Source: an optimization exercise on an open RTL-to-GDS flow (aim: small area and a short achievable clock period). Production flows keep margins and buffers that such runs may drop. The RTL was checked by simulation tests, not by an equivalence proof against the original design.

==> flow/design.v, too long to show whole: its modules and the start of the top module <==
// module md5: 969 lines
// module md5_rnd0: 305 lines
// module md5_tadd0: 6 lines
// module md5_rnd1: 294 lines
// module md5_rnd2: 298 lines
// module md5_rnd3: 295 lines
// module md5_tadd3: 6 lines
// module md5_rnd4: 308 lines
// module md5_tadd4: 6 lines
// module md5_rnd5: 296 lines
// module md5_tadd5: 6 lines
// module md5_rnd6: 300 lines
// module md5_tadd6: 6 lines
// module md5_rnd7: 296 lines
// module md5_tadd7: 6 lines
// module md5_rnd8: 308 lines
// module md5_tadd8: 6 lines
// module md5_rnd9: 296 lines
// module md5_tadd9: 6 lines
// module md5_rnd10: 300 lines
// module md5_tadd10: 6 lines
// module md5_rnd11: 296 lines
// module md5_tadd11: 6 lines
// module md5_rnd12: 308 lines
// module md5_tadd12: 6 lines
// module md5_rnd13: 296 lines
// module md5_tadd13: 6 lines
// module md5_rnd14: 300 lines
// module md5_tadd14: 6 lines
// module md5_rnd15: 296 lines
// module md5_tadd15: 7 lines
// module md5_rnd16: 316 lines
// module md5_tadd16: 6 lines
// module md5_rnd17: 300 lines
// module md5_tadd17: 6 lines
// module md5_rnd18: 296 lines
// module md5_tadd18: 7 lines
// module md5_rnd19: 296 lines
// module md5_tadd19: 6 lines
// module md5_rnd20: 316 lines
// module md5_tadd20: 6 lines
// module md5_rnd21: 300 lines
// module md5_tadd21: 6 lines
// module md5_rnd22: 296 lines
// module md5_tadd22: 6 lines
// module md5_rnd23: 296 lines
// module md5_tadd23: 6 lines
// module md5_rnd24: 316 lines
// module md5_tadd24: 6 lines
// module md5_rnd25: 300 lines
// module md5_tadd25: 6 lines
// module md5_rnd26: 296 lines
// module md5_tadd26: 6 lines
// module md5_rnd27: 296 lines
// module md5_tadd27: 6 lines
// module md5_rnd28: 316 lines
// module md5_tadd28: 6 lines
// module md5_rnd29: 300 lines
// module md5_tadd29: 6 lines
// module md5_rnd30: 296 lines
// ... 67 more modules
module md5_pipe(
  input          clk,
  input          rst,
  input          in_valid,
  input  [0:63]  in_txt,
  output         out_valid,
  output [0:127] hash,
  output [0:63]  out_txt
);
  // ...
==> flow/flow/run.sh <==
#!/bin/bash
# Own layout flow: map the MD5 round modules by hand (flow/premap.py), then
# run the standard flow (standard.sh: ORFS synthesis, floorplan, place,
# CTS, route, finish) on the design with those modules pre-mapped. The
# registers and all other logic go through the standard synthesis unchanged.
set -euo pipefail
W=$PWD
# premap.py settings: prefix network of the round adders, carry-save style
export PREMAP_PREFIX=bk PREMAP_CSA=fa
python3 flow/premap.py design.v design_pm.v > premap.log 2>&1
sed "s#^export VERILOG_FILES = .*#export VERILOG_FILES = $W/design_pm.v#" config.mk > config_pm.mk
grep -q "design_pm.v" config_pm.mk
sed "s#DESIGN_CONFIG=[^ ]*#DESIGN_CONFIG=$W/config_pm.mk#" standard.sh > standard_pm.sh
grep -q "config_pm.mk" standard_pm.sh
bash standard_pm.sh "$@" > orfs.log 2>&1
[[ $# -gt 0 ]] || test -f out/final.def
==> flow/standard.sh <==
#!/bin/bash
# synth_recipe.tcl (not shown) runs the flow's synth.tcl, then flattens the netlist and writes it again
# the make line also repeats each setting of config.mk as NAME=value (left out here)
make -C /OpenROAD-flow-scripts/flow DESIGN_CONFIG=/design/flow/config.mk WORK_HOME=/design/flow/orfs CLKGATE_MAP_FILE= SYNTH_SCRIPT=/design/flow/synth_recipe.tcl "${@:-finish}"
==> flow/config.mk <==
export PLATFORM = sky130hd
export DESIGN_NAME = md5_pipe
export DESIGN_NICKNAME = md5_pipe
export VERILOG_FILES = /design/flow/design.v
export SDC_FILE = /design/flow/constraint.sdc
export NUM_CORES = 8
export LEC_CHECK = 0
export CAP_MARGIN = 20
export CORE_MARGIN = 2
export CORE_UTILIZATION = 55
export CTS_CLUSTER_DIAMETER = 80
export CTS_CLUSTER_SIZE = 30
export PLACE_DENSITY = 0.68
export SETUP_SLACK_MARGIN = 4.3
export SLEW_MARGIN = 20
export SYNTH_HIERARCHICAL = 1
==> flow/constraint.sdc <==
create_clock -name core_clock -period 7.5 [get_ports {clk}]
set_input_delay 1.5000 -clock core_clock [delete_from_list [all_inputs] [get_ports {clk}]]
set_output_delay 1.5000 -clock core_clock [all_outputs]
set_load 0.01 [all_outputs]
Not shown: flow/flow/premap.py
==> summary.txt, run 1 <==
met1 global-route usage = 36.9%
combinational family with the most area after synthesis = XOR/XNOR gates
Global Route Usage Sum = 30.4%
multi-input gate share of total cell area = 43.5%
CP peak stage delay = 0.52 ns
WP depth = 16
crit path launch = m0.x40_2[12]
vias per inst = 5.05
initial core utilization = 55.1%
cell accounting for the most synthesized area = dfxtp_1
netlist area before placement = 540000 um2
GRT Max-Usage Layer = met2
reg2reg path depth = 16
share of post-route cells with drive strength above 1 = 10.0%
comb_multi_in = 37049
complex-gate fraction of the synthesized area = 9.05%
Hold Vio Cnt, Final = 0
Crit Path Class = reg -> reg
met3 WL = 95700 um
commonest non-fill, non-tap cell in the layout = dfxtp_1
RR Endpoint = m0.x43_0[24]
number of global-route vias before repair = 336163
drt pass-1 iters = 6
CP delay by family, top = compound AO/OA/AOI/OAI gates
io pins = 260
setup TNS = 0 ns
storage element area = 250000 um2
synth warn = 9
routed metal-1 wirelength = 614000 um
status = finished clean
==> module md5_rnd0, before the edit <==
module md5_rnd0(
  input  [31:0] t,
  output [31:0] x
);
wire [31:0] f = 32'hd76aa477;
wire [31:0] bb = 32'hefcdab89;
wire [31:0] tt = t;
wire [31:0] u = {tt[24:0], tt[31:25]};
wire [31:0] v = {f[24:0], f[31:25]};
wire [31:0] s0 = bb ^ u ^ v;
wire [31:0] c0 = (bb & u) | (bb & v) | (u & v);
wire [31:0] tg = tt & f;
wire [31:0] tp = tt ^ f;
wire k_1 = tg[1] | (tp[1] & tg[0]);
wire k_2 = tp[1] & tp[0];
wire k_3 = tg[3] | (tp[3] & tg[2]);
wire k_4 = tp[3] & tp[2];
wire k_5 = tg[2] | (tp[2] & k_1);
wire k_6 = tp[2] & k_2;
wire k_7 = k_3 | (k_4 & k_1);
wire k_8 = k_4 & k_2;
wire k_9 = tg[5] | (tp[5] & tg[4]);
wire k_10 = tp[5] & tp[4];
wire k_11 = tg[6] | (tp[6] & k_9);
wire k_12 = tp[6] & k_10;
wire k_13 = tg[4] | (tp[4] & k_7);
wire k_14 = tp[4] & k_8;
wire k_15 = k_9 | (k_10 & k_7);
wire k_16 = k_10 & k_8;
wire k_17 = k_11 | (k_12 & k_7);
wire k_18 = k_12 & k_8;
wire k_19 = tg[8] | (tp[8] & tg[7]);
wire k_20 = tp[8] & tp[7];
wire k_21 = tg[9] | (tp[9] & k_19);
wire k_22 = tp[9] & k_20;
wire k_23 = tg[11] | (tp[11] & tg[10]);
wire k_24 = tp[11] & tp[10];
wire k_25 = tg[12] | (tp[12] & k_23);
wire k_26 = tp[12] & k_24;
wire k_27 = tg[10] | (tp[10] & k_21);
wire k_28 = tp[10] & k_22;
wire k_29 = k_23 | (k_24 & k_21);
wire k_30 = k_24 & k_22;
wire k_31 = k_25 | (k_26 & k_21);
wire k_32 = k_26 & k_22;
wire k_33 = tg[7] | (tp[7] & k_17);
wire k_34 = tp[7] & k_18;
wire k_35 = k_19 | (k_20 & k_17);
wire k_36 = k_20 & k_18;
wire k_37 = k_21 | (k_22 & k_17);
wire k_38 = k_22 & k_18;
wire k_39 = k_27 | (k_28 & k_17);
wire k_40 = k_28 & k_18;
wire k_41 = k_29 | (k_30 & k_17);
wire k_42 = k_30 & k_18;
wire k_43 = k_31 | (k_32 & k_17);
wire k_44 = k_32 & k_18;
wire k_45 = tg[14] | (tp[14] & tg[13]);
wire k_46 = tp[14] & tp[13];
wire k_47 = tg[15] | (tp[15] & k_45);
wire k_48 = tp[15] & k_46;
wire k_49 = tg[17] | (tp[17] & tg[16]);
wire k_50 = tp[17] & tp[16];
wire k_51 = tg[18] | (tp[18] & k_49);
wire k_52 = tp[18] & k_50;
wire k_53 = tg[16] | (tp[16] & k_47);
wire k_54 = tp[16] & k_48;
wire k_55 = k_49 | (k_50 & k_47);
wire k_56 = k_50 & k_48;
wire k_57 = k_51 | (k_52 & k_47);
wire k_58 = k_52 & k_48;
wire k_59 = tg[20] | (tp[20] & tg[19]);
wire k_60 = tp[20] & tp[19];
wire k_61 = tg[21] | (tp[21] & k_59);
wire k_62 = tp[21] & k_60;
wire k_63 = tg[23] | (tp[23] & tg[22]);
wire k_64 = tp[23] & tp[22];
wire k_65 = tg[24] | (tp[24] & k_63);
wire k_66 = tp[24] & k_64;
wire k_67 = tg[22] | (tp[22] & k_61);
wire k_68 = tp[22] & k_62;
wire k_69 = k_63 | (k_64 & k_61);
wire k_70 = k_64 & k_62;
wire k_71 = k_65 | (k_66 & k_61);
wire k_72 = k_66 & k_62;
wire k_73 = tg[19] | (tp[19] & k_57);
wire k_74 = tp[19] & k_58;
wire k_75 = k_59 | (k_60 & k_57);
wire k_76 = k_60 & k_58;
wire k_77 = k_61 | (k_62 & k_57);
wire k_78 = k_62 & k_58;
wire k_79 = k_67 | (k_68 & k_57);
wire k_80 = k_68 & k_58;
wire k_81 = k_69 | (k_70 & k_57);
wire k_82 = k_70 & k_58;
wire k_83 = k_71 | (k_72 & k_57);
wire k_84 = k_72 & k_58;
wire k_85 = tg[13] | (tp[13] & k_43);
wire k_86 = tp[13] & k_44;
wire k_87 = k_45 | (k_46 & k_43);
wire k_88 = k_46 & k_44;
wire k_89 = k_47 | (k_48 & k_43);
wire k_90 = k_48 & k_44;
wire k_91 = k_53 | (k_54 & k_43);
wire k_92 = k_54 & k_44;
wire k_93 = k_55 | (k_56 & k_43);
wire k_94 = k_56 & k_44;
wire k_95 = k_57 | (k_58 & k_43);
wire k_96 = k_58 & k_44;
wire k_97 = k_73 | (k_74 & k_43);
wire k_98 = k_74 & k_44;
wire k_99 = k_75 | (k_76 & k_43);
wire k_100 = k_76 & k_44;
wire k_101 = k_77 | (k_78 & k_43);
wire k_102 = k_78 & k_44;
wire k_103 = k_79 | (k_80 & k_43);
wire k_104 = k_80 & k_44;
wire k_105 = k_81 | (k_82 & k_43);
wire k_106 = k_82 & k_44;
wire k_107 = k_83 | (k_84 & k_43);
wire k_108 = k_84 & k_44;
wire k_109 = tg[26] | (tp[26] & tg[25]);
wire k_110 = tp[26] & tp[25];
wire k_111 = tg[28] | (tp[28] & tg[27]);
wire k_112 = tp[28] & tp[27];
wire k_113 = tg[27] | (tp[27] & k_109);
wire k_114 = tp[27] & k_110;
wire k_115 = k_111 | (k_112 & k_109);
wire k_116 = k_112 & k_110;
wire k_117 = tg[30] | (tp[30] & tg[29]);
wire k_118 = tp[30] & tp[29];
wire k_119 = tg[31] | (tp[31] & k_117);
wire k_120 = tp[31] & k_118;
wire k_121 = tg[29] | (tp[29] & k_115);
wire k_122 = tp[29] & k_116;
wire k_123 = k_117 | (k_118 & k_115);
wire k_124 = k_118 & k_116;
wire k_125 = k_119 | (k_120 & k_115);
wire k_126 = k_120 & k_116;
wire c1 = k_107;
wire c2 = k_125 | (k_126 & c1);
wire [31:0] cc = {c0[30:7], 1'b0, c0[5:0], 1'b0};
wire [31:0] ag = s0 & cc;
wire [31:0] ap = s0 ^ cc;
wire l_1 = ag[1] | (ap[1] & ag[0]);
wire l_2 = ap[1] & ap[0];
wire l_3 = ag[3] | (ap[3] & ag[2]);
wire l_4 = ap[3] & ap[2];
wire l_5 = ag[2] | (ap[2] & l_1);
wire l_6 = ap[2] & l_2;
wire l_7 = l_3 | (l_4 & l_1);
wire l_8 = l_4 & l_2;
wire l_9 = ag[5] | (ap[5] & ag[4]);
wire l_10 = ap[5] & ap[4];
wire l_11 = ag[6] | (ap[6] & l_9);
wire l_12 = ap[6] & l_10;
wire l_13 = ag[4] | (ap[4] & l_7);
wire l_14 = ap[4] & l_8;
wire l_15 = l_9 | (l_10 & l_7);
wire l_16 = l_10 & l_8;
wire l_17 = l_11 | (l_12 & l_7);
wire l_18 = l_12 & l_8;
wire cl = l_17 | (l_18 & c1);
wire ch = c0[6] ^ cl ^ c2;
wire h_1 = ag[8] | (ap[8] & ag[7]);
wire h_2 = ap[8] & ap[7];
wire h_3 = ag[10] | (ap[10] & ag[9]);
wire h_4 = ap[10] & ap[9];
wire h_5 = ag[9] | (ap[9] & h_1);
wire h_6 = ap[9] & h_2;
wire h_7 = h_3 | (h_4 & h_1);
wire h_8 = h_4 & h_2;
wire h_9 = ag[12] | (ap[12] & ag[11]);
wire h_10 = ap[12] & ap[11];
wire h_11 = ag[13] | (ap[13] & h_9);
wire h_12 = ap[13] & h_10;
wire h_13 = ag[11] | (ap[11] & h_7);
wire h_14 = ap[11] & h_8;
wire h_15 = h_9 | (h_10 & h_7);
wire h_16 = h_10 & h_8;
wire h_17 = h_11 | (h_12 & h_7);
wire h_18 = h_12 & h_8;
wire h_19 = ag[15] | (ap[15] & ag[14]);
wire h_20 = ap[15] & ap[14];
wire h_21 = ag[16] | (ap[16] & h_19);
wire h_22 = ap[16] & h_20;
wire h_23 = ag[18] | (ap[18] & ag[17]);
wire h_24 = ap[18] & ap[17];
wire h_25 = ag[19] | (ap[19] & h_23);
wire h_26 = ap[19] & h_24;
wire h_27 = ag[17] | (ap[17] & h_21);
wire h_28 = ap[17] & h_22;
wire h_29 = h_23 | (h_24 & h_21);
wire h_30 = h_24 & h_22;
wire h_31 = h_25 | (h_26 & h_21);
wire h_32 = h_26 & h_22;
wire h_33 = ag[14] | (ap[14] & h_17);
wire h_34 = ap[14] & h_18;
wire h_35 = h_19 | (h_20 & h_17);
wire h_36 = h_20 & h_18;
wire h_37 = h_21 | (h_22 & h_17);
wire h_38 = h_22 & h_18;
wire h_39 = h_27 | (h_28 & h_17);
wire h_40 = h_28 & h_18;
wire h_41 = h_29 | (h_30 & h_17);
wire h_42 = h_30 & h_18;
wire h_43 = h_31 | (h_32 & h_17);
wire h_44 = h_32 & h_18;
wire h_45 = ag[21] | (ap[21] & ag[20]);
wire h_46 = ap[21] & ap[20];
wire h_47 = ag[22] | (ap[22] & h_45);
wire h_48 = ap[22] & h_46;
wire h_49 = ag[24] | (ap[24] & ag[23]);
wire h_50 = ap[24] & ap[23];
wire h_51 = ag[25] | (ap[25] & h_49);
wire h_52 = ap[25] & h_50;
wire h_53 = ag[23] | (ap[23] & h_47);
wire h_54 = ap[23] & h_48;
wire h_55 = h_49 | (h_50 & h_47);
wire h_56 = h_50 & h_48;
wire h_57 = h_51 | (h_52 & h_47);
wire h_58 = h_52 & h_48;
wire h_59 = ag[27] | (ap[27] & ag[26]);
wire h_60 = ap[27] & ap[26];
wire h_61 = ag[28] | (ap[28] & h_59);
wire h_62 = ap[28] & h_60;
wire h_63 = ag[30] | (ap[30] & ag[29]);
wire h_64 = ap[30] & ap[29];
wire h_65 = ag[31] | (ap[31] & h_63);
wire h_66 = ap[31] & h_64;
wire h_67 = ag[29] | (ap[29] & h_61);
wire h_68 = ap[29] & h_62;
wire h_69 = h_63 | (h_64 & h_61);
wire h_70 = h_64 & h_62;
wire h_71 = h_65 | (h_66 & h_61);
wire h_72 = h_66 & h_62;
wire h_73 = ag[26] | (ap[26] & h_57);
wire h_74 = ap[26] & h_58;
wire h_75 = h_59 | (h_60 & h_57);
wire h_76 = h_60 & h_58;
wire h_77 = h_61 | (h_62 & h_57);
wire h_78 = h_62 & h_58;
wire h_79 = h_67 | (h_68 & h_57);
wire h_80 = h_68 & h_58;
wire h_81 = h_69 | (h_70 & h_57);
wire h_82 = h_70 & h_58;
wire h_83 = h_71 | (h_72 & h_57);
wire h_84 = h_72 & h_58;
wire h_85 = ag[20] | (ap[20] & h_43);
wire h_86 = ap[20] & h_44;
wire h_87 = h_45 | (h_46 & h_43);
wire h_88 = h_46 & h_44;
wire h_89 = h_47 | (h_48 & h_43);
wire h_90 = h_48 & h_44;
wire h_91 = h_53 | (h_54 & h_43);
wire h_92 = h_54 & h_44;
wire h_93 = h_55 | (h_56 & h_43);
wire h_94 = h_56 & h_44;
wire h_95 = h_57 | (h_58 & h_43);
wire h_96 = h_58 & h_44;
wire h_97 = h_73 | (h_74 & h_43);
wire h_98 = h_74 & h_44;
wire h_99 = h_75 | (h_76 & h_43);
wire h_100 = h_76 & h_44;
wire h_101 = h_77 | (h_78 & h_43);
wire h_102 = h_78 & h_44;
wire h_103 = h_79 | (h_80 & h_43);
wire h_104 = h_80 & h_44;
wire h_105 = h_81 | (h_82 & h_43);
wire h_106 = h_82 & h_44;
wire h_107 = h_83 | (h_84 & h_43);
wire h_108 = h_84 & h_44;
assign x[0] = ap[0] ^ c1;
assign x[1] = ap[1] ^ (ag[0] | (ap[0] & c1));
assign x[2] = ap[2] ^ (l_1 | (l_2 & c1));
assign x[3] = ap[3] ^ (l_5 | (l_6 & c1));
assign x[4] = ap[4] ^ (l_7 | (l_8 & c1));
assign x[5] = ap[5] ^ (l_13 | (l_14 & c1));
assign x[6] = ap[6] ^ (l_15 | (l_16 & c1));
assign x[7] = ap[7] ^ ch;
assign x[8] = ap[8] ^ (ag[7] | (ap[7] & ch));
assign x[9] = ap[9] ^ (h_1 | (h_2 & ch));
assign x[10] = ap[10] ^ (h_5 | (h_6 & ch));
assign x[11] = ap[11] ^ (h_7 | (h_8 & ch));
assign x[12] = ap[12] ^ (h_13 | (h_14 & ch));
assign x[13] = ap[13] ^ (h_15 | (h_16 & ch));
assign x[14] = ap[14] ^ (h_17 | (h_18 & ch));
assign x[15] = ap[15] ^ (h_33 | (h_34 & ch));
assign x[16] = ap[16] ^ (h_35 | (h_36 & ch));
assign x[17] = ap[17] ^ (h_37 | (h_38 & ch));
assign x[18] = ap[18] ^ (h_39 | (h_40 & ch));
assign x[19] = ap[19] ^ (h_41 | (h_42 & ch));
assign x[20] = ap[20] ^ (h_43 | (h_44 & ch));
assign x[21] = ap[21] ^ (h_85 | (h_86 & ch));
assign x[22] = ap[22] ^ (h_87 | (h_88 & ch));
assign x[23] = ap[23] ^ (h_89 | (h_90 & ch));
assign x[24] = ap[24] ^ (h_91 | (h_92 & ch));
assign x[25] = ap[25] ^ (h_93 | (h_94 & ch));
assign x[26] = ap[26] ^ (h_95 | (h_96 & ch));
assign x[27] = ap[27] ^ (h_97 | (h_98 & ch));
assign x[28] = ap[28] ^ (h_99 | (h_100 & ch));
assign x[29] = ap[29] ^ (h_101 | (h_102 & ch));
assign x[30] = ap[30] ^ (h_103 | (h_104 & ch));
assign x[31] = ap[31] ^ (h_105 | (h_106 & ch));
endmodule
==> run 2: changes to the inputs <==
--- a/flow/design.v
+++ b/flow/design.v
@@ -1131,7 +1131,7 @@
 wire l_17 = l_11 | (l_12 & l_7);
 wire l_18 = l_12 & l_8;
 wire cl = l_17 | (l_18 & c1);
-wire ch = c0[6] ^ cl ^ c2;
+wire ch = (c0[6] & ~c2) | (~(c0[6] ^ c2) & cl);
 wire h_1 = ag[8] | (ap[8] & ag[7]);
 wire h_2 = ap[8] & ap[7];
 wire h_3 = ag[10] | (ap[10] & ag[9]);
@@ -1459,7 +1459,7 @@
 wire l_39 = l_27 | (l_28 & l_13);
 wire l_40 = l_28 & l_14;
 wire cl = l_39 | (l_40 & c1);
-wire ch = c0[11] ^ cl ^ c2;
+wire ch = (c0[11] & ~c2) | (~(c0[11] ^ c2) & cl);
 wire h_1 = ag[13] | (ap[13] & ag[12]);
 wire h_2 = ap[13] & ap[12];
 wire h_3 = ag[14] | (ap[14] & h_1);
@@ -1781,7 +1781,7 @@
 wire l_65 = l_49 | (l_50 & l_25);
 wire l_66 = l_50 & l_26;
 wire cl = l_65 | (l_66 & c1);
-wire ch = c0[16] ^ cl ^ c2;
+wire ch = (c0[16] & ~c2) | (~(c0[16] ^ c2) & cl);
 wire h_1 = ag[18] | (ap[18] & ag[17]);
 wire h_2 = ap[18] & ap[17];
 wire h_3 = ag[20] | (ap[20] & ag[19]);
@@ -2102,7 +2102,7 @@
 wire l_89 = l_67 | (l_68 & l_33);
 wire l_90 = l_68 & l_34;
 wire cl = l_89 | (l_90 & c1);
-wire ch = c0[21] ^ cl ^ c2;
+wire ch = (c0[21] & ~c2) | (~(c0[21] ^ c2) & cl);
 wire h_1 = ag[23] | (ap[23] & ag[22]);
 wire h_2 = ap[23] & ap[22];
 wire h_3 = ag[24] | (ap[24] & h_1);
@@ -2338,7 +2338,7 @@
 wire l_17 = l_11 | (l_12 & l_7);
 wire l_18 = l_12 & l_8;
 wire cl = l_17 | (l_18 & c1);
-wire ch = c0[6] ^ cl ^ c2;
+wire ch = (c0[6] & ~c2) | (~(c0[6] ^ c2) & cl);
 wire h_1 = ag[8] | (ap[8] & ag[7]);
 wire h_2 = ap[8] & ap[7];
 wire h_3 = ag[10] | (ap[10] & ag[9]);
@@ -2668,7 +2668,7 @@
 wire l_39 = l_27 | (l_28 & l_13);
 wire l_40 = l_28 & l_14;
 wire cl = l_39 | (l_40 & c1);
-wire ch = c0[11] ^ cl ^ c2;
+wire ch = (c0[11] & ~c2) | (~(c0[11] ^ c2) & cl);
 wire h_1 = ag[13] | (ap[13] & ag[12]);
 wire h_2 = ap[13] & ap[12];
 wire h_3 = ag[14] | (ap[14] & h_1);
@@ -2998,7 +2998,7 @@
 wire l_65 = l_49 | (l_50 & l_25);
 wire l_66 = l_50 & l_26;
 wire cl = l_65 | (l_66 & c1);
-wire ch = c0[16] ^ cl ^ c2;
+wire ch = (c0[16] & ~c2) | (~(c0[16] ^ c2) & cl);
 wire h_1 = ag[18] | (ap[18] & ag[17]);
 wire h_2 = ap[18] & ap[17];
 wire h_3 = ag[20] | (ap[20] & ag[19]);
@@ -3326,7 +3326,7 @@
 wire l_89 = l_67 | (l_68 & l_33);
 wire l_90 = l_68 & l_34;
 wire cl = l_89 | (l_90 & c1);
-wire ch = c0[21] ^ cl ^ c2;
+wire ch = (c0[21] & ~c2) | (~(c0[21] ^ c2) & cl);
 wire h_1 = ag[23] | (ap[23] & ag[22]);
 wire h_2 = ap[23] & ap[22];
 wire h_3 = ag[24] | (ap[24] & h_1);
@@ -3562,7 +3562,7 @@
 wire l_17 = l_11 | (l_12 & l_7);
 wire l_18 = l_12 & l_8;
 wire cl = l_17 | (l_18 & c1);
-wire ch = c0[6] ^ cl ^ c2;
+wire ch = (c0[6] & ~c2) | (~(c0[6] ^ c2) & cl);
 wire h_1 = ag[8] | (ap[8] & ag[7]);
 wire h_2 = ap[8] & ap[7];
 wire h_3 = ag[10] | (ap[10] & ag[9]);
@@ -3892,7 +3892,7 @@
 wire l_39 = l_27 | (l_28 & l_13);
 wire l_40 = l_28 & l_14;
 wire cl = l_39 | (l_40 & c1);
-wire ch = c0[11] ^ cl ^ c2;
+wire ch = (c0[11] & ~c2) | (~(c0[11] ^ c2) & cl);
 wire h_1 = ag[13] | (ap[13] & ag[12]);
 wire h_2 = ap[13] & ap[12];
 wire h_3 = ag[14] | (ap[14] & h_1);
@@ -4222,7 +4222,7 @@
 wire l_65 = l_49 | (l_50 & l_25);
 wire l_66 = l_50 & l_26;
 wire cl = l_65 | (l_66 & c1);
-wire ch = c0[16] ^ cl ^ c2;
+wire ch = (c0[16] & ~c2) | (~(c0[16] ^ c2) & cl);
 wire h_1 = ag[18] | (ap[18] & ag[17]);
 wire h_2 = ap[18] & ap[17];
 wire h_3 = ag[20] | (ap[20] & ag[19]);
@@ -4550,7 +4550,7 @@
 wire l_89 = l_67 | (l_68 & l_33);
 wire l_90 = l_68 & l_34;
 wire cl = l_89 | (l_90 & c1);
-wire ch = c0[21] ^ cl ^ c2;
+wire ch = (c0[21] & ~c2) | (~(c0[21] ^ c2) & cl);
 wire h_1 = ag[23] | (ap[23] & ag[22]);
 wire h_2 = ap[23] & ap[22];
 wire h_3 = ag[24] | (ap[24] & h_1);
@@ -4786,7 +4786,7 @@
 wire l_17 = l_11 | (l_12 & l_7);
 wire l_18 = l_12 & l_8;
 wire cl = l_17 | (l_18 & c1);
-wire ch = c0[6] ^ cl ^ c2;
+wire ch = (c0[6] & ~c2) | (~(c0[6] ^ c2) & cl);
 wire h_1 = ag[8] | (ap[8] & ag[7]);
 wire h_2 = ap[8] & ap[7];
 wire h_3 = ag[10] | (ap[10] & ag[9]);
@@ -5116,7 +5116,7 @@
 wire l_39 = l_27 | (l_28 & l_13);
 wire l_40 = l_28 & l_14;
 wire cl = l_39 | (l_40 & c1);
-wire ch = c0[11] ^ cl ^ c2;
+wire ch = (c0[11] & ~c2) | (~(c0[11] ^ c2) & cl);
 wire h_1 = ag[13] | (ap[13] & ag[12]);
 wire h_2 = ap[13] & ap[12];
 wire h_3 = ag[14] | (ap[14] & h_1);
@@ -5446,7 +5446,7 @@
 wire l_65 = l_49 | (l_50 & l_25);
 wire l_66 = l_50 & l_26;
 wire cl = l_65 | (l_66 & c1);
-wire ch = c0[16] ^ cl ^ c2;
+wire ch = (c0[16] & ~c2) | (~(c0[16] ^ c2) & cl);
 wire h_1 = ag[18] | (ap[18] & ag[17]);
 wire h_2 = ap[18] & ap[17];
 wire h_3 = ag[20] | (ap[20] & ag[19]);
@@ -5774,7 +5774,7 @@
 wire l_89 = l_67 | (l_68 & l_33);
 wire l_90 = l_68 & l_34;
 wire cl = l_89 | (l_90 & c1);
-wire ch = c0[21] ^ cl ^ c2;
+wire ch = (c0[21] & ~c2) | (~(c0[21] ^ c2) & cl);
 wire h_1 = ag[23] | (ap[23] & ag[22]);
 wire h_2 = ap[23] & ap[22];
 wire h_3 = ag[24] | (ap[24] & h_1);
@@ -6007,7 +6007,7 @@
 wire l_9 = l_5 | (l_6 & l_3);
 wire l_10 = l_6 & l_4;
 wire cl = l_9 | (l_10 & c1);
-wire ch = c0[4] ^ cl ^ c2;
+wire ch = (c0[4] & ~c2) | (~(c0[4] ^ c2) & cl);
 wire h_1 = ag[6] | (ap[6] & ag[5]);
 wire h_2 = ap[6] & ap[5];
 wire h_3 = ag[8] | (ap[8] & ag[7]);
@@ -6337,7 +6337,7 @@
 wire l_25 = l_17 | (l_18 & l_9);
 wire l_26 = l_18 & l_10;
 wire cl = l_25 | (l_26 & c1);
-wire ch = c0[8] ^ cl ^ c2;
+wire ch = (c0[8] & ~c2) | (~(c0[8] ^ c2) & cl);
 wire h_1 = ag[10] | (ap[10] & ag[9]);
 wire h_2 = ap[10] & ap[9];
 wire h_3 = ag[11] | (ap[11] & h_1);
@@ -6665,7 +6665,7 @@
 wire l_49 = l_35 | (l_36 & l_17);
 wire l_50 = l_36 & l_18;
 wire cl = l_49 | (l_50 & c1);
-wire ch = c0[13] ^ cl ^ c2;
+wire ch = (c0[13] & ~c2) | (~(c0[13] ^ c2) & cl);
 wire h_1 = ag[15] | (ap[15] & ag[14]);
 wire h_2 = ap[15] & ap[14];
 wire h_3 = ag[16] | (ap[16] & h_1);
@@ -6998,7 +6998,7 @@
 wire l_79 = l_59 | (l_60 & l_29);
 wire l_80 = l_60 & l_30;
 wire cl = l_79 | (l_80 & c1);
-wire ch = c0[19] ^ cl ^ c2;
+wire ch = (c0[19] & ~c2) | (~(c0[19] ^ c2) & cl);
 wire h_1 = ag[21] | (ap[21] & ag[20]);
 wire h_2 = ap[21] & ap[20];
 wire h_3 = ag[22] | (ap[22] & h_1);
@@ -7240,7 +7240,7 @@
 wire l_9 = l_5 | (l_6 & l_3);
 wire l_10 = l_6 & l_4;
 wire cl = l_9 | (l_10 & c1);
-wire ch = c0[4] ^ cl ^ c2;
+wire ch = (c0[4] & ~c2) | (~(c0[4] ^ c2) & cl);
 wire h_1 = ag[6] | (ap[6] & ag[5]);
 wire h_2 = ap[6] & ap[5];
 wire h_3 = ag[8] | (ap[8] & ag[7]);
@@ -7570,7 +7570,7 @@
 wire l_25 = l_17 | (l_18 & l_9);
 wire l_26 = l_18 & l_10;
 wire cl = l_25 | (l_26 & c1);
-wire ch = c0[8] ^ cl ^ c2;
+wire ch = (c0[8] & ~c2) | (~(c0[8] ^ c2) & cl);
 wire h_1 = ag[10] | (ap[10] & ag[9]);
 wire h_2 = ap[10] & ap[9];
 wire h_3 = ag[11] | (ap[11] & h_1);
@@ -7898,7 +7898,7 @@
 wire l_49 = l_35 | (l_36 & l_17);
 wire l_50 = l_36 & l_18;
 wire cl = l_49 | (l_50 & c1);
-wire ch = c0[13] ^ cl ^ c2;
+wire ch = (c0[13] & ~c2) | (~(c0[13] ^ c2) & cl);
 wire h_1 = ag[15] | (ap[15] & ag[14]);
 wire h_2 = ap[15] & ap[14];
 wire h_3 = ag[16] | (ap[16] & h_1);
@@ -8230,7 +8230,7 @@
 wire l_79 = l_59 | (l_60 & l_29);
 wire l_80 = l_60 & l_30;
 wire cl = l_79 | (l_80 & c1);
-wire ch = c0[19] ^ cl ^ c2;
+wire ch = (c0[19] & ~c2) | (~(c0[19] ^ c2) & cl);
 wire h_1 = ag[21] | (ap[21] & ag[20]);
 wire h_2 = ap[21] & ap[20];
 wire h_3 = ag[22] | (ap[22] & h_1);
@@ -8472,7 +8472,7 @@
 wire l_9 = l_5 | (l_6 & l_3);
 wire l_10 = l_6 & l_4;
 wire cl = l_9 | (l_10 & c1);
-wire ch = c0[4] ^ cl ^ c2;
+wire ch = (c0[4] & ~c2) | (~(c0[4] ^ c2) & cl);
 wire h_1 = ag[6] | (ap[6] & ag[5]);
 wire h_2 = ap[6] & ap[5];
 wire h_3 = ag[8] | (ap[8] & ag[7]);
@@ -8802,7 +8802,7 @@
 wire l_25 = l_17 | (l_18 & l_9);
 wire l_26 = l_18 & l_10;
 wire cl = l_25 | (l_26 & c1);
-wire ch = c0[8] ^ cl ^ c2;
+wire ch = (c0[8] & ~c2) | (~(c0[8] ^ c2) & cl);
 wire h_1 = ag[10] | (ap[10] & ag[9]);
 wire h_2 = ap[10] & ap[9];
 wire h_3 = ag[11] | (ap[11] & h_1);
@@ -9130,7 +9130,7 @@
 wire l_49 = l_35 | (l_36 & l_17);
 wire l_50 = l_36 & l_18;
 wire cl = l_49 | (l_50 & c1);
-wire ch = c0[13] ^ cl ^ c2;
+wire ch = (c0[13] & ~c2) | (~(c0[13] ^ c2) & cl);
 wire h_1 = ag[15] | (ap[15] & ag[14]);
 wire h_2 = ap[15] & ap[14];
 wire h_3 = ag[16] | (ap[16] & h_1);
@@ -9462,7 +9462,7 @@
 wire l_79 = l_59 | (l_60 & l_29);
 wire l_80 = l_60 & l_30;
 wire cl = l_79 | (l_80 & c1);
-wire ch = c0[19] ^ cl ^ c2;
+wire ch = (c0[19] & ~c2) | (~(c0[19] ^ c2) & cl);
 wire h_1 = ag[21] | (ap[21] & ag[20]);
 wire h_2 = ap[21] & ap[20];
 wire h_3 = ag[22] | (ap[22] & h_1);
@@ -9704,7 +9704,7 @@
 wire l_9 = l_5 | (l_6 & l_3);
 wire l_10 = l_6 & l_4;
 wire cl = l_9 | (l_10 & c1);
-wire ch = c0[4] ^ cl ^ c2;
+wire ch = (c0[4] & ~c2) | (~(c0[4] ^ c2) & cl);
 wire h_1 = ag[6] | (ap[6] & ag[5]);
 wire h_2 = ap[6] & ap[5];
 wire h_3 = ag[8] | (ap[8] & ag[7]);
@@ -10034,7 +10034,7 @@
 wire l_25 = l_17 | (l_18 & l_9);
 wire l_26 = l_18 & l_10;
 wire cl = l_25 | (l_26 & c1);
-wire ch = c0[8] ^ cl ^ c2;
+wire ch = (c0[8] & ~c2) | (~(c0[8] ^ c2) & cl);
 wire h_1 = ag[10] | (ap[10] & ag[9]);
 wire h_2 = ap[10] & ap[9];
 wire h_3 = ag[11] | (ap[11] & h_1);
@@ -10362,7 +10362,7 @@
 wire l_49 = l_35 | (l_36 & l_17);
 wire l_50 = l_36 & l_18;
 wire cl = l_49 | (l_50 & c1);
-wire ch = c0[13] ^ cl ^ c2;
+wire ch = (c0[13] & ~c2) | (~(c0[13] ^ c2) & cl);
 wire h_1 = ag[15] | (ap[15] & ag[14]);
 wire h_2 = ap[15] & ap[14];
 wire h_3 = ag[16] | (ap[16] & h_1);
@@ -10694,7 +10694,7 @@
 wire l_79 = l_59 | (l_60 & l_29);
 wire l_80 = l_60 & l_30;
 wire cl = l_79 | (l_80 & c1);
-wire ch = c0[19] ^ cl ^ c2;
+wire ch = (c0[19] & ~c2) | (~(c0[19] ^ c2) & cl);
 wire h_1 = ag[21] | (ap[21] & ag[20]);
 wire h_2 = ap[21] & ap[20];
 wire h_3 = ag[22] | (ap[22] & h_1);
@@ -10940,7 +10940,7 @@
 wire l_7 = l_3 | (l_4 & l_1);
 wire l_8 = l_4 & l_2;
 wire cl = l_7 | (l_8 & c1);
-wire ch = c0[3] ^ cl ^ c2;
+wire ch = (c0[3] & ~c2) | (~(c0[3] ^ c2) & cl);
 wire h_1 = ag[5] | (ap[5] & ag[4]);
 wire h_2 = ap[5] & ap[4];
 wire h_3 = ag[7] | (ap[7] & ag[6]);
@@ -11282,7 +11282,7 @@
 wire l_33 = l_23 | (l_24 & l_13);
 wire l_34 = l_24 & l_14;
 wire cl = l_33 | (l_34 & c1);
-wire ch = c0[10] ^ cl ^ c2;
+wire ch = (c0[10] & ~c2) | (~(c0[10] ^ c2) & cl);
 wire h_1 = ag[12] | (ap[12] & ag[11]);
 wire h_2 = ap[12] & ap[11];
 wire h_3 = ag[13] | (ap[13] & h_1);
@@ -11620,7 +11620,7 @@
 wire l_63 = l_47 | (l_48 & l_23);
 wire l_64 = l_48 & l_24;
 wire cl = l_63 | (l_64 & c1);
-wire ch = c0[15] ^ cl ^ c2;
+wire ch = (c0[15] & ~c2) | (~(c0[15] ^ c2) & cl);
 wire h_1 = ag[17] | (ap[17] & ag[16]);
 wire h_2 = ap[17] & ap[16];
 wire h_3 = ag[19] | (ap[19] & ag[18]);
@@ -11964,7 +11964,7 @@
 wire l_95 = l_73 | (l_74 & l_39);
 wire l_96 = l_74 & l_40;
 wire cl = l_95 | (l_96 & c1);
-wire ch = c0[22] ^ cl ^ c2;
+wire ch = (c0[22] & ~c2) | (~(c0[22] ^ c2) & cl);
 wire h_1 = ag[24] | (ap[24] & ag[23]);
 wire h_2 = ap[24] & ap[23];
 wire h_3 = ag[25] | (ap[25] & h_1);
@@ -12197,7 +12197,7 @@
 wire l_7 = l_3 | (l_4 & l_1);
 wire l_8 = l_4 & l_2;
 wire cl = l_7 | (l_8 & c1);
-wire ch = c0[3] ^ cl ^ c2;
+wire ch = (c0[3] & ~c2) | (~(c0[3] ^ c2) & cl);
 wire h_1 = ag[5] | (ap[5] & ag[4]);
 wire h_2 = ap[5] & ap[4];
 wire h_3 = ag[7] | (ap[7] & ag[6]);
@@ -12539,7 +12539,7 @@
 wire l_33 = l_23 | (l_24 & l_13);
 wire l_34 = l_24 & l_14;
 wire cl = l_33 | (l_34 & c1);
-wire ch = c0[10] ^ cl ^ c2;
+wire ch = (c0[10] & ~c2) | (~(c0[10] ^ c2) & cl);
 wire h_1 = ag[12] | (ap[12] & ag[11]);
 wire h_2 = ap[12] & ap[11];
 wire h_3 = ag[13] | (ap[13] & h_1);
@@ -12877,7 +12877,7 @@
 wire l_63 = l_47 | (l_48 & l_23);
 wire l_64 = l_48 & l_24;
 wire cl = l_63 | (l_64 & c1);
-wire ch = c0[15] ^ cl ^ c2;
+wire ch = (c0[15] & ~c2) | (~(c0[15] ^ c2) & cl);
 wire h_1 = ag[17] | (ap[17] & ag[16]);
 wire h_2 = ap[17] & ap[16];
 wire h_3 = ag[19] | (ap[19] & ag[18]);
@@ -13221,7 +13221,7 @@
 wire l_95 = l_73 | (l_74 & l_39);
 wire l_96 = l_74 & l_40;
 wire cl = l_95 | (l_96 & c1);
-wire ch = c0[22] ^ cl ^ c2;
+wire ch = (c0[22] & ~c2) | (~(c0[22] ^ c2) & cl);
 wire h_1 = ag[24] | (ap[24] & ag[23]);
 wire h_2 = ap[24] & ap[23];
 wire h_3 = ag[25] | (ap[25] & h_1);
@@ -13453,7 +13453,7 @@
 wire l_7 = l_3 | (l_4 & l_1);
 wire l_8 = l_4 & l_2;
 wire cl = l_7 | (l_8 & c1);
-wire ch = c0[3] ^ cl ^ c2;
+wire ch = (c0[3] & ~c2) | (~(c0[3] ^ c2) & cl);
 wire h_1 = ag[5] | (ap[5] & ag[4]);
 wire h_2 = ap[5] & ap[4];
 wire h_3 = ag[7] | (ap[7] & ag[6]);
@@ -13796,7 +13796,7 @@
 wire l_33 = l_23 | (l_24 & l_13);
 wire l_34 = l_24 & l_14;
 wire cl = l_33 | (l_34 & c1);
-wire ch = c0[10] ^ cl ^ c2;
+wire ch = (c0[10] & ~c2) | (~(c0[10] ^ c2) & cl);
 wire h_1 = ag[12] | (ap[12] & ag[11]);
 wire h_2 = ap[12] & ap[11];
 wire h_3 = ag[13] | (ap[13] & h_1);
@@ -14134,7 +14134,7 @@
 wire l_63 = l_47 | (l_48 & l_23);
 wire l_64 = l_48 & l_24;
 wire cl = l_63 | (l_64 & c1);
-wire ch = c0[15] ^ cl ^ c2;
+wire ch = (c0[15] & ~c2) | (~(c0[15] ^ c2) & cl);
 wire h_1 = ag[17] | (ap[17] & ag[16]);
 wire h_2 = ap[17] & ap[16];
 wire h_3 = ag[19] | (ap[19] & ag[18]);
@@ -14478,7 +14478,7 @@
 wire l_95 = l_73 | (l_74 & l_39);
 wire l_96 = l_74 & l_40;
 wire cl = l_95 | (l_96 & c1);
-wire ch = c0[22] ^ cl ^ c2;
+wire ch = (c0[22] & ~c2) | (~(c0[22] ^ c2) & cl);
 wire h_1 = ag[24] | (ap[24] & ag[23]);
 wire h_2 = ap[24] & ap[23];
 wire h_3 = ag[25] | (ap[25] & h_1);
@@ -14710,7 +14710,7 @@
 wire l_7 = l_3 | (l_4 & l_1);
 wire l_8 = l_4 & l_2;
 wire cl = l_7 | (l_8 & c1);
-wire ch = c0[3] ^ cl ^ c2;
+wire ch = (c0[3] & ~c2) | (~(c0[3] ^ c2) & cl);
 wire h_1 = ag[5] | (ap[5] & ag[4]);
 wire h_2 = ap[5] & ap[4];
 wire h_3 = ag[7] | (ap[7] & ag[6]);
@@ -15052,7 +15052,7 @@
 wire l_33 = l_23 | (l_24 & l_13);
 wire l_34 = l_24 & l_14;
 wire cl = l_33 | (l_34 & c1);
-wire ch = c0[10] ^ cl ^ c2;
+wire ch = (c0[10] & ~c2) | (~(c0[10] ^ c2) & cl);
 wire h_1 = ag[12] | (ap[12] & ag[11]);
 wire h_2 = ap[12] & ap[11];
 wire h_3 = ag[13] | (ap[13] & h_1);
@@ -15390,7 +15390,7 @@
 wire l_63 = l_47 | (l_48 & l_23);
 wire l_64 = l_48 & l_24;
 wire cl = l_63 | (l_64 & c1);
-wire ch = c0[15] ^ cl ^ c2;
+wire ch = (c0[15] & ~c2) | (~(c0[15] ^ c2) & cl);
 wire h_1 = ag[17] | (ap[17] & ag[16]);
 wire h_2 = ap[17] & ap[16];
 wire h_3 = ag[19] | (ap[19] & ag[18]);
@@ -15734,7 +15734,7 @@
 wire l_95 = l_73 | (l_74 & l_39);
 wire l_96 = l_74 & l_40;
 wire cl = l_95 | (l_96 & c1);
-wire ch = c0[22] ^ cl ^ c2;
+wire ch = (c0[22] & ~c2) | (~(c0[22] ^ c2) & cl);
 wire h_1 = ag[24] | (ap[24] & ag[23]);
 wire h_2 = ap[24] & ap[23];
 wire h_3 = ag[25] | (ap[25] & h_1);
@@ -15965,7 +15965,7 @@
 wire l_13 = l_7 | (l_8 & l_3);
 wire l_14 = l_8 & l_4;
 wire cl = l_13 | (l_14 & c1);
-wire ch = c0[5] ^ cl ^ c2;
+wire ch = (c0[5] & ~c2) | (~(c0[5] ^ c2) & cl);
 wire h_1 = ag[7] | (ap[7] & ag[6]);
 wire h_2 = ap[7] & ap[6];
 wire h_3 = ag[9] | (ap[9] & ag[8]);
@@ -16291,7 +16291,7 @@
 wire l_29 = l_19 | (l_20 & l_9);
 wire l_30 = l_20 & l_10;
 wire cl = l_29 | (l_30 & c1);
-wire ch = c0[9] ^ cl ^ c2;
+wire ch = (c0[9] & ~c2) | (~(c0[9] ^ c2) & cl);
 wire h_1 = ag[11] | (ap[11] & ag[10]);
 wire h_2 = ap[11] & ap[10];
 wire h_3 = ag[12] | (ap[12] & h_1);
@@ -16621,7 +16621,7 @@
 wire l_55 = l_41 | (l_42 & l_23);
 wire l_56 = l_42 & l_24;
 wire cl = l_55 | (l_56 & c1);
-wire ch = c0[14] ^ cl ^ c2;
+wire ch = (c0[14] & ~c2) | (~(c0[14] ^ c2) & cl);
 wire h_1 = ag[16] | (ap[16] & ag[15]);
 wire h_2 = ap[16] & ap[15];
 wire h_3 = ag[17] | (ap[17] & h_1);
@@ -16951,7 +16951,7 @@
 wire l_83 = l_63 | (l_64 & l_33);
 wire l_84 = l_64 & l_34;
 wire cl = l_83 | (l_84 & c1);
-wire ch = c0[20] ^ cl ^ c2;
+wire ch = (c0[20] & ~c2) | (~(c0[20] ^ c2) & cl);
 wire h_1 = ag[22] | (ap[22] & ag[21]);
 wire h_2 = ap[22] & ap[21];
 wire h_3 = ag[23] | (ap[23] & h_1);
@@ -17189,7 +17189,7 @@
 wire l_13 = l_7 | (l_8 & l_3);
 wire l_14 = l_8 & l_4;
 wire cl = l_13 | (l_14 & c1);
-wire ch = c0[5] ^ cl ^ c2;
+wire ch = (c0[5] & ~c2) | (~(c0[5] ^ c2) & cl);
 wire h_1 = ag[7] | (ap[7] & ag[6]);
 wire h_2 = ap[7] & ap[6];
 wire h_3 = ag[9] | (ap[9] & ag[8]);
@@ -17515,7 +17515,7 @@
 wire l_29 = l_19 | (l_20 & l_9);
 wire l_30 = l_20 & l_10;
 wire cl = l_29 | (l_30 & c1);
-wire ch = c0[9] ^ cl ^ c2;
+wire ch = (c0[9] & ~c2) | (~(c0[9] ^ c2) & cl);
 wire h_1 = ag[11] | (ap[11] & ag[10]);
 wire h_2 = ap[11] & ap[10];
 wire h_3 = ag[12] | (ap[12] & h_1);
@@ -17845,7 +17845,7 @@
 wire l_55 = l_41 | (l_42 & l_23);
 wire l_56 = l_42 & l_24;
 wire cl = l_55 | (l_56 & c1);
-wire ch = c0[14] ^ cl ^ c2;
+wire ch = (c0[14] & ~c2) | (~(c0[14] ^ c2) & cl);
 wire h_1 = ag[16] | (ap[16] & ag[15]);
 wire h_2 = ap[16] & ap[15];
 wire h_3 = ag[17] | (ap[17] & h_1);
@@ -18176,7 +18176,7 @@
 wire l_83 = l_63 | (l_64 & l_33);
 wire l_84 = l_64 & l_34;
 wire cl = l_83 | (l_84 & c1);
-wire ch = c0[20] ^ cl ^ c2;
+wire ch = (c0[20] & ~c2) | (~(c0[20] ^ c2) & cl);
 wire h_1 = ag[22] | (ap[22] & ag[21]);
 wire h_2 = ap[22] & ap[21];
 wire h_3 = ag[23] | (ap[23] & h_1);
@@ -18414,7 +18414,7 @@
 wire l_13 = l_7 | (l_8 & l_3);
 wire l_14 = l_8 & l_4;
 wire cl = l_13 | (l_14 & c1);
-wire ch = c0[5] ^ cl ^ c2;
+wire ch = (c0[5] & ~c2) | (~(c0[5] ^ c2) & cl);
 wire h_1 = ag[7] | (ap[7] & ag[6]);
 wire h_2 = ap[7] & ap[6];
 wire h_3 = ag[9] | (ap[9] & ag[8]);
@@ -18740,7 +18740,7 @@
 wire l_29 = l_19 | (l_20 & l_9);
 wire l_30 = l_20 & l_10;
 wire cl = l_29 | (l_30 & c1);
-wire ch = c0[9] ^ cl ^ c2;
+wire ch = (c0[9] & ~c2) | (~(c0[9] ^ c2) & cl);
 wire h_1 = ag[11] | (ap[11] & ag[10]);
 wire h_2 = ap[11] & ap[10];
 wire h_3 = ag[12] | (ap[12] & h_1);
@@ -19070,7 +19070,7 @@
 wire l_55 = l_41 | (l_42 & l_23);
 wire l_56 = l_42 & l_24;
 wire cl = l_55 | (l_56 & c1);
-wire ch = c0[14] ^ cl ^ c2;
+wire ch = (c0[14] & ~c2) | (~(c0[14] ^ c2) & cl);
 wire h_1 = ag[16] | (ap[16] & ag[15]);
 wire h_2 = ap[16] & ap[15];
 wire h_3 = ag[17] | (ap[17] & h_1);
@@ -19400,7 +19400,7 @@
 wire l_83 = l_63 | (l_64 & l_33);
 wire l_84 = l_64 & l_34;
 wire cl = l_83 | (l_84 & c1);
-wire ch = c0[20] ^ cl ^ c2;
+wire ch = (c0[20] & ~c2) | (~(c0[20] ^ c2) & cl);
 wire h_1 = ag[22] | (ap[22] & ag[21]);
 wire h_2 = ap[22] & ap[21];
 wire h_3 = ag[23] | (ap[23] & h_1);
@@ -19638,7 +19638,7 @@
 wire l_13 = l_7 | (l_8 & l_3);
 wire l_14 = l_8 & l_4;
 wire cl = l_13 | (l_14 & c1);
-wire ch = c0[5] ^ cl ^ c2;
+wire ch = (c0[5] & ~c2) | (~(c0[5] ^ c2) & cl);
 wire h_1 = ag[7] | (ap[7] & ag[6]);
 wire h_2 = ap[7] & ap[6];
 wire h_3 = ag[9] | (ap[9] & ag[8]);
@@ -19964,7 +19964,7 @@
 wire l_29 = l_19 | (l_20 & l_9);
 wire l_30 = l_20 & l_10;
 wire cl = l_29 | (l_30 & c1);
-wire ch = c0[9] ^ cl ^ c2;
+wire ch = (c0[9] & ~c2) | (~(c0[9] ^ c2) & cl);
 wire h_1 = ag[11] | (ap[11] & ag[10]);
 wire h_2 = ap[11] & ap[10];
 wire h_3 = ag[12] | (ap[12] & h_1);
@@ -20294,7 +20294,7 @@
 wire l_55 = l_41 | (l_42 & l_23);
 wire l_56 = l_42 & l_24;
 wire cl = l_55 | (l_56 & c1);
-wire ch = c0[14] ^ cl ^ c2;
+wire ch = (c0[14] & ~c2) | (~(c0[14] ^ c2) & cl);
 wire h_1 = ag[16] | (ap[16] & ag[15]);
 wire h_2 = ap[16] & ap[15];
 wire h_3 = ag[17] | (ap[17] & h_1);
@@ -20624,7 +20624,7 @@
 wire l_83 = l_63 | (l_64 & l_33);
 wire l_84 = l_64 & l_34;
 wire cl = l_83 | (l_84 & c1);
-wire ch = c0[20] ^ cl ^ c2;
+wire ch = (c0[20] & ~c2) | (~(c0[20] ^ c2) & cl);
 wire h_1 = ag[22] | (ap[22] & ag[21]);
 wire h_2 = ap[22] & ap[21];
 wire h_3 = ag[23] | (ap[23] & h_1);
--- a/flow/flow/run.sh
+++ b/flow/flow/run.sh
@@ -6,7 +6,7 @@
 set -euo pipefail
 W=$PWD
 # premap.py settings: prefix network of the round adders, carry-save style
-export PREMAP_PREFIX=bk PREMAP_CSA=fa
+export PREMAP_PREFIX=sklansky PREMAP_CSA=xm
 python3 flow/premap.py design.v design_pm.v > premap.log 2>&1
 sed "s#^export VERILOG_FILES = .*#export VERILOG_FILES = $W/design_pm.v#" config.mk > config_pm.mk
 grep -q "design_pm.v" config_pm.mk
--- a/flow/flow/premap.py
+++ b/flow/flow/premap.py
@@ -234,6 +234,20 @@
         self.cells = [c for k, c in enumerate(self.cells) if k in live]
         used = set(net for _, conns in self.cells for _, net in conns)
         self.wires = [w for w in self.wires if w in used]
+    def bind_outputs(self, port, nets):
+        """drive port[k] straight from the cell that makes nets[k] (no assign,
+        which synthesis would turn into a buffer); returns the assigns left"""
+        drv = set(n for _, conns in self.cells for p_, n in conns if p_ in ("Y", "X", "SUM", "COUT"))
+        ren = {}
+        left = []
+        for k, n in enumerate(nets):
+            if n in drv and n not in ren:
+                ren[n] = f"{port}[{k}]"
+            else:
+                left.append(f"assign {port}[{k}] = {ren.get(n, n)};")
+        self.cells = [(c, [(p_, ren.get(n, n)) for p_, n in conns]) for c, conns in self.cells]
+        self.wires = [w for w in self.wires if w not in ren]
+        return left
     def verilog(self):
         o = []
         if self.wires:
@@ -254,10 +268,10 @@
 import os
 ALIGN = os.environ.get("PREMAP_ALIGN", "late")
 
-def comb(nl, hi, lo):
-    """(G, T) of hi over lo. The inputs are brought to lo's polarity first, so
+def comb(nl, hi, lo, align=True):
+    """(G, T) of hi over lo. The inputs are brought to one polarity first, so
     each level is one inverting gate (a21oi/nand2, then o21ai/nor2, ...)."""
-    if ALIGN:
+    if ALIGN and align:
         # bring the earlier pair to the polarity of the later one
         lh = max(nl.lev(hi[0]), nl.lev(hi[1])); ll = max(nl.lev(lo[0]), nl.lev(lo[1]))
         late, early = (hi, lo) if (lh > ll or ALIGN == "lo") else (lo, hi)
@@ -288,22 +302,24 @@
         d *= 2
     return cur
 
-def brent_kung(nl, gt):
+def brent_kung(nl, gt, align=True):
     """all prefixes over gt with a Brent-Kung network (few nodes)"""
     n = len(gt)
     cur = list(gt)
     d = 1
     while d < n:
         for k in range(2*d - 1, n, 2*d):
-            cur[k] = comb(nl, cur[k], cur[k-d])
+            cur[k] = comb(nl, cur[k], cur[k-d], align)
         d *= 2
     d //= 2
     while d >= 1:
         for k in range(3*d - 1, n, 2*d):
-            cur[k] = comb(nl, cur[k], cur[k-d])
+            cur[k] = comb(nl, cur[k], cur[k-d], align)
         d //= 2
     return cur
 
+TADD_ALIGN = os.environ.get("PREMAP_TADD_ALIGN", "0") == "1"
+
 def tadd_net(nl, a, b, k):
     """a + b + k (a, b: lists of 32 Sigs, b may be None; k a constant)"""
     kk = const_sigs(k)
@@ -318,30 +334,37 @@
                 y.append(cy)
     gt = [(AND(nl, x[j], y[j]), OR(nl, x[j], y[j])) for j in range(32)]
     pp = [XOR(nl, x[j], y[j]) for j in range(32)]
-    pre = brent_kung(nl, gt)
+    pre = brent_kung(nl, gt, TADD_ALIGN)
     out = [XOR(nl, pp[0], ZERO, exact=True)]
     for j in range(1, 32):
         out.append(XOR(nl, pp[j], pre[j-1][0], exact=True))
     return out
 
+F_EXACT = os.environ.get("PREMAP_F_EXACT", "1") == "1"
+MATCH_CIN = os.environ.get("PREMAP_MATCH_CIN", "1") == "1"
+TREE_ALIGN = os.environ.get("PREMAP_TREE_ALIGN", "1") == "1"
+
 def reduce_tree(nl, gt):
     """group (G, T) over all of gt (lowest first) as a balanced tree"""
     if len(gt) == 1:
         return gt[0]
     h = (len(gt) + 1) // 2
     lo = reduce_tree(nl, gt[:h]); hi = reduce_tree(nl, gt[h:])
-    return comb(nl, hi, lo)
+    return comb(nl, hi, lo, TREE_ALIGN)
 
 def round_net(nl, i, b, c, d, t, fconst=None, kind="sklansky", csa="fa"):
     """b, c, d, t: lists of 32 Sigs (bit 0 first). Returns 32 Sigs of X_i
     (positive nets)."""
     s = S[i]; p = 32 - s
+    if csa == "auto":
+        # rounds 32..63 have a two-level F: keep it off the full adder's slow path
+        csa = "xm" if i >= 32 else "fa"
     if fconst is not None:
         f = [ONE if (fconst >> k) & 1 else ZERO for k in range(32)]
     else:
         f = []
         for k in range(32):
-            ex = (csa == "fa")
+            ex = (csa == "fa") or F_EXACT
             if i < 16:   f.append(nl.gate(lambda x, y, z: y if x else z, [b[k], c[k], d[k]], ex))
             elif i < 32: f.append(nl.gate(lambda x, y, z: y if x else z, [d[k], b[k], c[k]], ex))
             elif i < 48: f.append(XOR(nl, b[k], XOR(nl, c[k], d[k]), ex))
@@ -355,7 +378,7 @@
         else:
             x = XOR(nl, b[j], u[j])
             s0[j] = XOR(nl, x, v[j])
-            c0[j] = nl.gate(lambda x_, y, z: y if x_ else z, [x, v[j], b[j]], late=(1,))
+            c0[j] = nl.gate(lambda x_, y, z: y if x_ else z, [x, v[j], b[j]], exact=True, late=(1,))
     # carries of t + f into bit p (c1) and out of bit 31 (c2)
     tf = [(AND(nl, t[k], f[k]), OR(nl, t[k], f[k])) for k in range(32)]
     G1, _ = reduce_tree(nl, tf[:p])
@@ -373,7 +396,8 @@
     x[0] = XOR(nl, pp[0], c1, exact=True)
     for k in range(1, s):
         G, T = L[k-1]
-        x[k] = XOR(nl, pp[k], nl.gate(lambda g_, t_, c_: g_ | (t_ & c_), [G, T, c1], late=(2,)), exact=True)
+        cx = nl.as_pol(c1, T.inv) if MATCH_CIN else c1
+        x[k] = XOR(nl, pp[k], nl.gate(lambda g_, t_, c_: g_ | (t_ & c_), [G, T, cx], late=(2,)), exact=True)
     G, T = L[s-1]
     cl = AO(nl, G, T, c1)
     # carry into bit s: c0[s-1] + cl - c2, which is 0 or 1, so it is
@@ -384,7 +408,8 @@
     x[s] = XOR(nl, pp[s], nl.gate(lambda g_, t_, c_: g_ | (t_ & c_), [gb, pb, cl], late=(2,)), exact=True)
     for k in range(s+1, 32):
         G2, T2 = comb(nl, Hh[k-s-1], (gb, pb))
-        x[k] = XOR(nl, pp[k], nl.gate(lambda g_, t_, c_: g_ | (t_ & c_), [G2, T2, cl], late=(2,)), exact=True)
+        cx = nl.as_pol(cl, T2.inv) if MATCH_CIN else cl
+        x[k] = XOR(nl, pp[k], nl.gate(lambda g_, t_, c_: g_ | (t_ & c_), [G2, T2, cx], late=(2,)), exact=True)
     return x
 
 
@@ -427,7 +452,8 @@
         x = round_net(nl, i, sig["b"], sig["c"], sig["d"], t, kind=kind, csa=csa)
     xs = [nl.pos(x[k]) for k in range(32)]
     nl.prune(xs)
-    body = nl.verilog() + "\n" + "\n".join(f"assign x[{k}] = {xs[k]};" for k in range(32))
+    left = nl.bind_outputs("x", xs)
+    body = nl.verilog() + "\n" + "\n".join(left)
     return body, len(nl.cells)
 
 
@@ -451,7 +477,8 @@
             out = tadd_net(nl, var_sigs("d"), None, (K[i+1] + MC.get(w, 0)) & MASK)
     xs = [nl.pos(out[k]) for k in range(32)]
     nl.prune(xs)
-    body = nl.verilog() + "\n" + "\n".join(f"assign tn[{k}] = {xs[k]};" for k in range(32))
+    left = nl.bind_outputs("tn", xs)
+    body = nl.verilog() + "\n" + "\n".join(left)
     return body, len(nl.cells)
 
 
--- a/flow/config.mk
+++ b/flow/config.mk
@@ -11,6 +11,6 @@
 export CTS_CLUSTER_DIAMETER = 80
 export CTS_CLUSTER_SIZE = 30
 export PLACE_DENSITY = 0.68
-export SETUP_SLACK_MARGIN = 4.3
+export SETUP_SLACK_MARGIN = 4.35
 export SLEW_MARGIN = 20
 export SYNTH_HIERARCHICAL = 1
==> run 2 against run 1 <==
Compared with the run above:
- still clean
- register-to-register slack improved by 0.20 ns
- cell count increased by 4.8%
- final area up 1.6%
- via count grew 7.1%
- setup slack gained 0.20 ns
- utilization is 2.2 points higher
- synthesized area shrank 2.2%
- global-route usage rose by 1.3 points
- clock skew fell by 0.031 ns
- count of clock-buffer cells in the layout up 1
==> summary.txt, run 2 <==
CP arrival = 4.13 ns (was 4.35 ns)
Clock Latency Late Sink = 1.15 ns (was 1.16 ns)
Post-DP HPWL = 1310000 um (was 1280000 um)
Die Y-Extent = 984 um (was 995 um)
cell accounting for the most synthesized area = dfxtp_1 (unchanged)
Net count, final = 62180 (was 60353)
fraction of registers with async set/reset = 0% (unchanged)
Final setup viols = 0 (unchanged)
gr ovfl total = 0 (unchanged)
drt pass-1 iters = 9 (was 6)
largest cells by area after synthesis = dfxtp_1 47%, xnor2_1 14%, nor2_1 6.3%, mux2_1 6.0%, nand2_1 5.1% (was dfxtp_1 46%, xnor2_1 9.3%, fa_1 7.2%, nor2_1 6.4%, buf_4 5.6%)
Mean Syn Cell Area = 8.69 um2 (was 8.90 um2)
worst hold slack = 0.305 ns (was 0.271 ns)
Post-Place Worst Slack = 3.19 ns (was 3.05 ns)
reg2reg start = m0.x2_0[11] (was m0.x40_2[12])
proportion of synthesized area in mux cells = 5.99% (was 1.93%)
cts bufs inserted = 617 (was 624)
top cells by count, synth = 12385 x dfxtp_1, 8826 x nor2_1, 8726 x xnor2_1 (was 12385 x dfxtp_1, 9144 x nor2_1, 7286 x inv_1)
RSZ-0062 raised after global routing = yes (unchanged)
initial antenna violation count = 148 (was 160)
Global Route Usage Sum = 31.7% (was 30.4%)
Post-synth top flop = dfxtp_1 (unchanged)
post-route ant nets = 0 (unchanged)
Fmax = 0.321 GHz (was 0.301 GHz)
netlist area before placement = 529000 um2 (was 540000 um2)
max-cap violation count = 0 (unchanged)
H-Tree Depth = 6 (unchanged)
io pins = 260 (unchanged)
share of post-route cells with drive strength above 1 = 6.38% (was 10.0%)
vias per inst = 5.16 (was 5.05)
Final Max Tran Viols = 0 (unchanged)
clk buf depth = 5 (unchanged)
post-synthesis adder-cell area fraction = 0.00947% (was 7.21%)
synth warn = 9 (unchanged)
combinational family with the most area after synthesis = XOR/XNOR gates (unchanged)
status = finished clean (unchanged)
die area = 969000 um2 (was 990000 um2)
Critical Path RT = 8.51 ns (was 8.53 ns)
Die W = 984 um (was 995 um)
Post-route DRC = 0 (unchanged)
CP Max Fanout = 12 (was 5)
Area growth syn-to-layout = 10.2% (was 6.13%)
crit path cell chain = mux2_1 > or2_1 > nor2_1 > o21ai_1 > a21oi_4 > o21ai_1 > buf_4 > a21oi_1 > a21boi_4 > inv_2 > a21oi_1 > xor2_1 (was xnor2_1 > xnor2_1 > fa_1 > nor2_2 > o21ai_1 > inv_1 > o21ai_4 > a21oi_2 > buf_6 > o21ai_4 > a21oi_4 > o21ai_2 > a21oi_4 > o21ai_4 > a21oi_2 > xor2_2)
Final min period = 3.12 ns (was 3.32 ns)
reg2reg path depth = 12 (was 16)
Biggest register = m0.msg (unchanged)
setup TNS = 0 ns (unchanged)
crit path launch = m0.x2_0[11] (was m0.x40_2[12])
Hold Buf Count CTS = 0 (unchanged)
core area = 959000 um2 (was 981000 um2)
vias post-DR = 388268 (was 362477)
clock skew = 0.0580 ns (was 0.0886 ns)
storage element area = 249000 um2 (was 250000 um2)
Hold Startpoint = m0.msg[50][6] (was m0.msg[0][54])
global-route wire length before repair = 2280000 um (was 2220000 um)
number of global-route vias before repair = 355854 (was 336163)
post-synthesis simple-gate area fraction = 13.4% (was 12.4%)
complex-gate fraction of the synthesized area = 9.50% (was 9.05%)
commonest cells after routing, fill and taps aside = 11519 x dfxtp_1, 8713 x nor2_1, 8314 x xnor2_1 (was 10966 x dfxtp_1, 8622 x nor2_1, 7229 x inv_1)
Crit Path Class = reg -> reg (unchanged)
commonest non-fill, non-tap cell in the layout = dfxtp_1 (unchanged)
Filler cells = 83694 (was 85241)
Avg WL per Cell = 21.3 um (was 21.8 um)
Synth Instances = 60834 (was 60700)
syn nets = 60905 (was 62715)
CP peak stage delay = 0.42 ns (was 0.52 ns)
Worst slew margin = 29.7% (was 30.3%)
cell area after layout = 582000 um2 (was 573000 um2)
FP Rows = 360 (was 364)
post-synth top area share = 46.9% (was 45.9%)
Yosys reg bits = 12385 (unchanged)
CP Capture Type = flop (unchanged)
Largest regs = m0.msg: 4160 flops, vld: 65 flops (unchanged)
Hold Vio Cnt, Final = 0 (unchanged)
initial core utilization = 55.1% (about the same)
buffers added on ports = 259 (unchanged)
multi-input logic area = 266000 um2 (was 249000 um2)
clock root cell = clkbuf_16 (unchanged)
DR iter-0 viols = 30751 (was 30476)
Slew @ Worst Pin = 1.04 ns (about the same)
total routed wirelength = 1600000 um (was 1560000 um)
Startpoint Class = flop (unchanged)
most common cell in the netlist = dfxtp_1 (unchanged)
Netlist cell types = 73 (was 74)
clk sink count = 12385 (unchanged)
Final Cycle Share = 41.6% (was 44.3%)
final worst-path setup slack = 4.38 ns (was 4.18 ns)
CP max stage cell = dfxtp_4 (was fa_1)
Post-Synth XOR/XNOR Area = 19.6% (was 12.9%)
worst min path class = reg -> reg (unchanged)
Hold Path Depth = 0 (unchanged)
Reg clk slew, reported paths = 0.11 ns (about the same)
largest net degree at the start of global routing = 66 (unchanged)
dpl cell area = 548000 um2 (was 530000 um2)
max reg flops = 4160 (unchanged)
global placement routability congestion = 1.02 (was 1.01)
EDFF count, synth = 0 (unchanged)
CTS tree = yes (unchanged)
Seq/Total Area, Yosys = 46.9% (was 45.9%)
run 2: cell count changes after synthesis, moves of 109 or more:
cell	delta
nand2_1	+277
nand2b_1	+600
inv_1	-986
xor2_1	+907
xnor2_1	+2981
nor2_1	-318
a21boi_0	+109
mux2_1	+1884
fa_1	-1944
o21bai_1	-804
buf_4	-3950
a21oi_1	+1339
run 2: timing repair:
action / 4_1_cts / 5_1_grt
endpoints found under the hold margin: 0 / 0
buffers inserted: 85 / 164
pin swaps: 37 / 141
gates cloned: 29 / 22
resized for setup: 1822 / 1826
endpoints found under the setup margin: 1483 / 1255
run 2: kinds of logic after synthesis:
| kind of cell | Yosys count |
|---|---|
| AO/OA/AOI/OAI | 9670 |
| XOR/XNOR | 11829 |
| adder cells (fa/ha/maj) | 4 |
| buffers and inverters | 6364 |
| flip-flops | 12385 |
| multiplexers | 2812 |
| AND/OR/NAND/NOR | 17770 |
run 2: layout make-up:
cell class	count	area share, %
inverters	6300	4.08
clock buffers	668	2.78
well taps	12670	2.72
multi-input cells	42103	45.7
repair buffers	677	1.01
repair inverters	25	0.0320
diodes	94	0.0404
flip-flops and latches	12385	42.8
clock inverters	325	0.847
run 2: metrics by stage:
step	util [%]	cells
floorplan	-	60834
global placement	57.1	73858
detailed placement	57.1	73860
CTS	59.7	74967
global route	60.7	75186
finish	60.7	75247
run 2: worst max-delay path: cells and delay by family, from the launching register on:
family,cells,cell delay [ns]
flops,1,0.42
mux,1,0.42
simple gates,2,0.46
buf+inv,2,0.31
compound gates,6,1.10
xor+xnor,1,0.29
run 2: per-module statistics from Yosys, one instance, submodules excluded, a selection:
module      area (um2)  flops+latches
md5_rnd61         3830              0
md5_rnd16         3790              0
md5_rnd25         3720              0
md5_tadd54        1720              0
md5_tadd11         568              0
md5_tadd25         559              0
md5_tadd5          546              0
md5_tadd30         528              0
md5_tadd52         520              0
run 2: worst paths after layout:
kind	end	slack [ns]
setup reg to reg	m0.x3_0[23]	4.38
hold / removal	m0.msg[51][6]	0.30
hold reg to reg	m0.msg[51][6]	0.30
setup / recovery	m0.x3_0[23]	4.38
run 2: per-layer routing:
layer	vias to the layer above	global-route usage [%]	part of all wire (%)
met5	-	0	0.028
met4	62	23.6	9.1
met3	4476	3.84	5.6
met2	12374	54.5	47
met1	177789	36.3	38
li1	193567	-	-

==> static timing again, ports no longer ideal <==
The flow's constraints put no driver on any port. The routed layouts listed below were extracted and timed again, unchanged, in two steps.
Step 1 assumes that a clkbuf_16 drives the clock port and a buf_2 every other input.
Step 2 moves the port delays by t, midway between the first and last clock arrival at a register: inputs arrive t later, outputs are due t later. That takes back most of the time a late clock gives input paths.
Three values: ideal ports, drivers, drivers and shift; two values: the first two.
run | t, ns | setup WS [ns] | clock arrival spread, ns | slew at the worst register clock pin (ns) | worst slew at a driven data input, ns
run 1 | 1.275 | 4.179 / 4.179 / 3.331 | 0.128 / 0.128 | 0.12 / 0.12 | 0.07
run 2 | 1.278 | 4.382 / 4.231 / 3.385 | 0.088 / 0.089 | 0.11 / 0.11 | 0.10
After both steps every run listed still meets setup and hold. The setup slack of run 2, which loses most, moves by -0.151 ns with the drivers and by -0.997 ns with both steps.
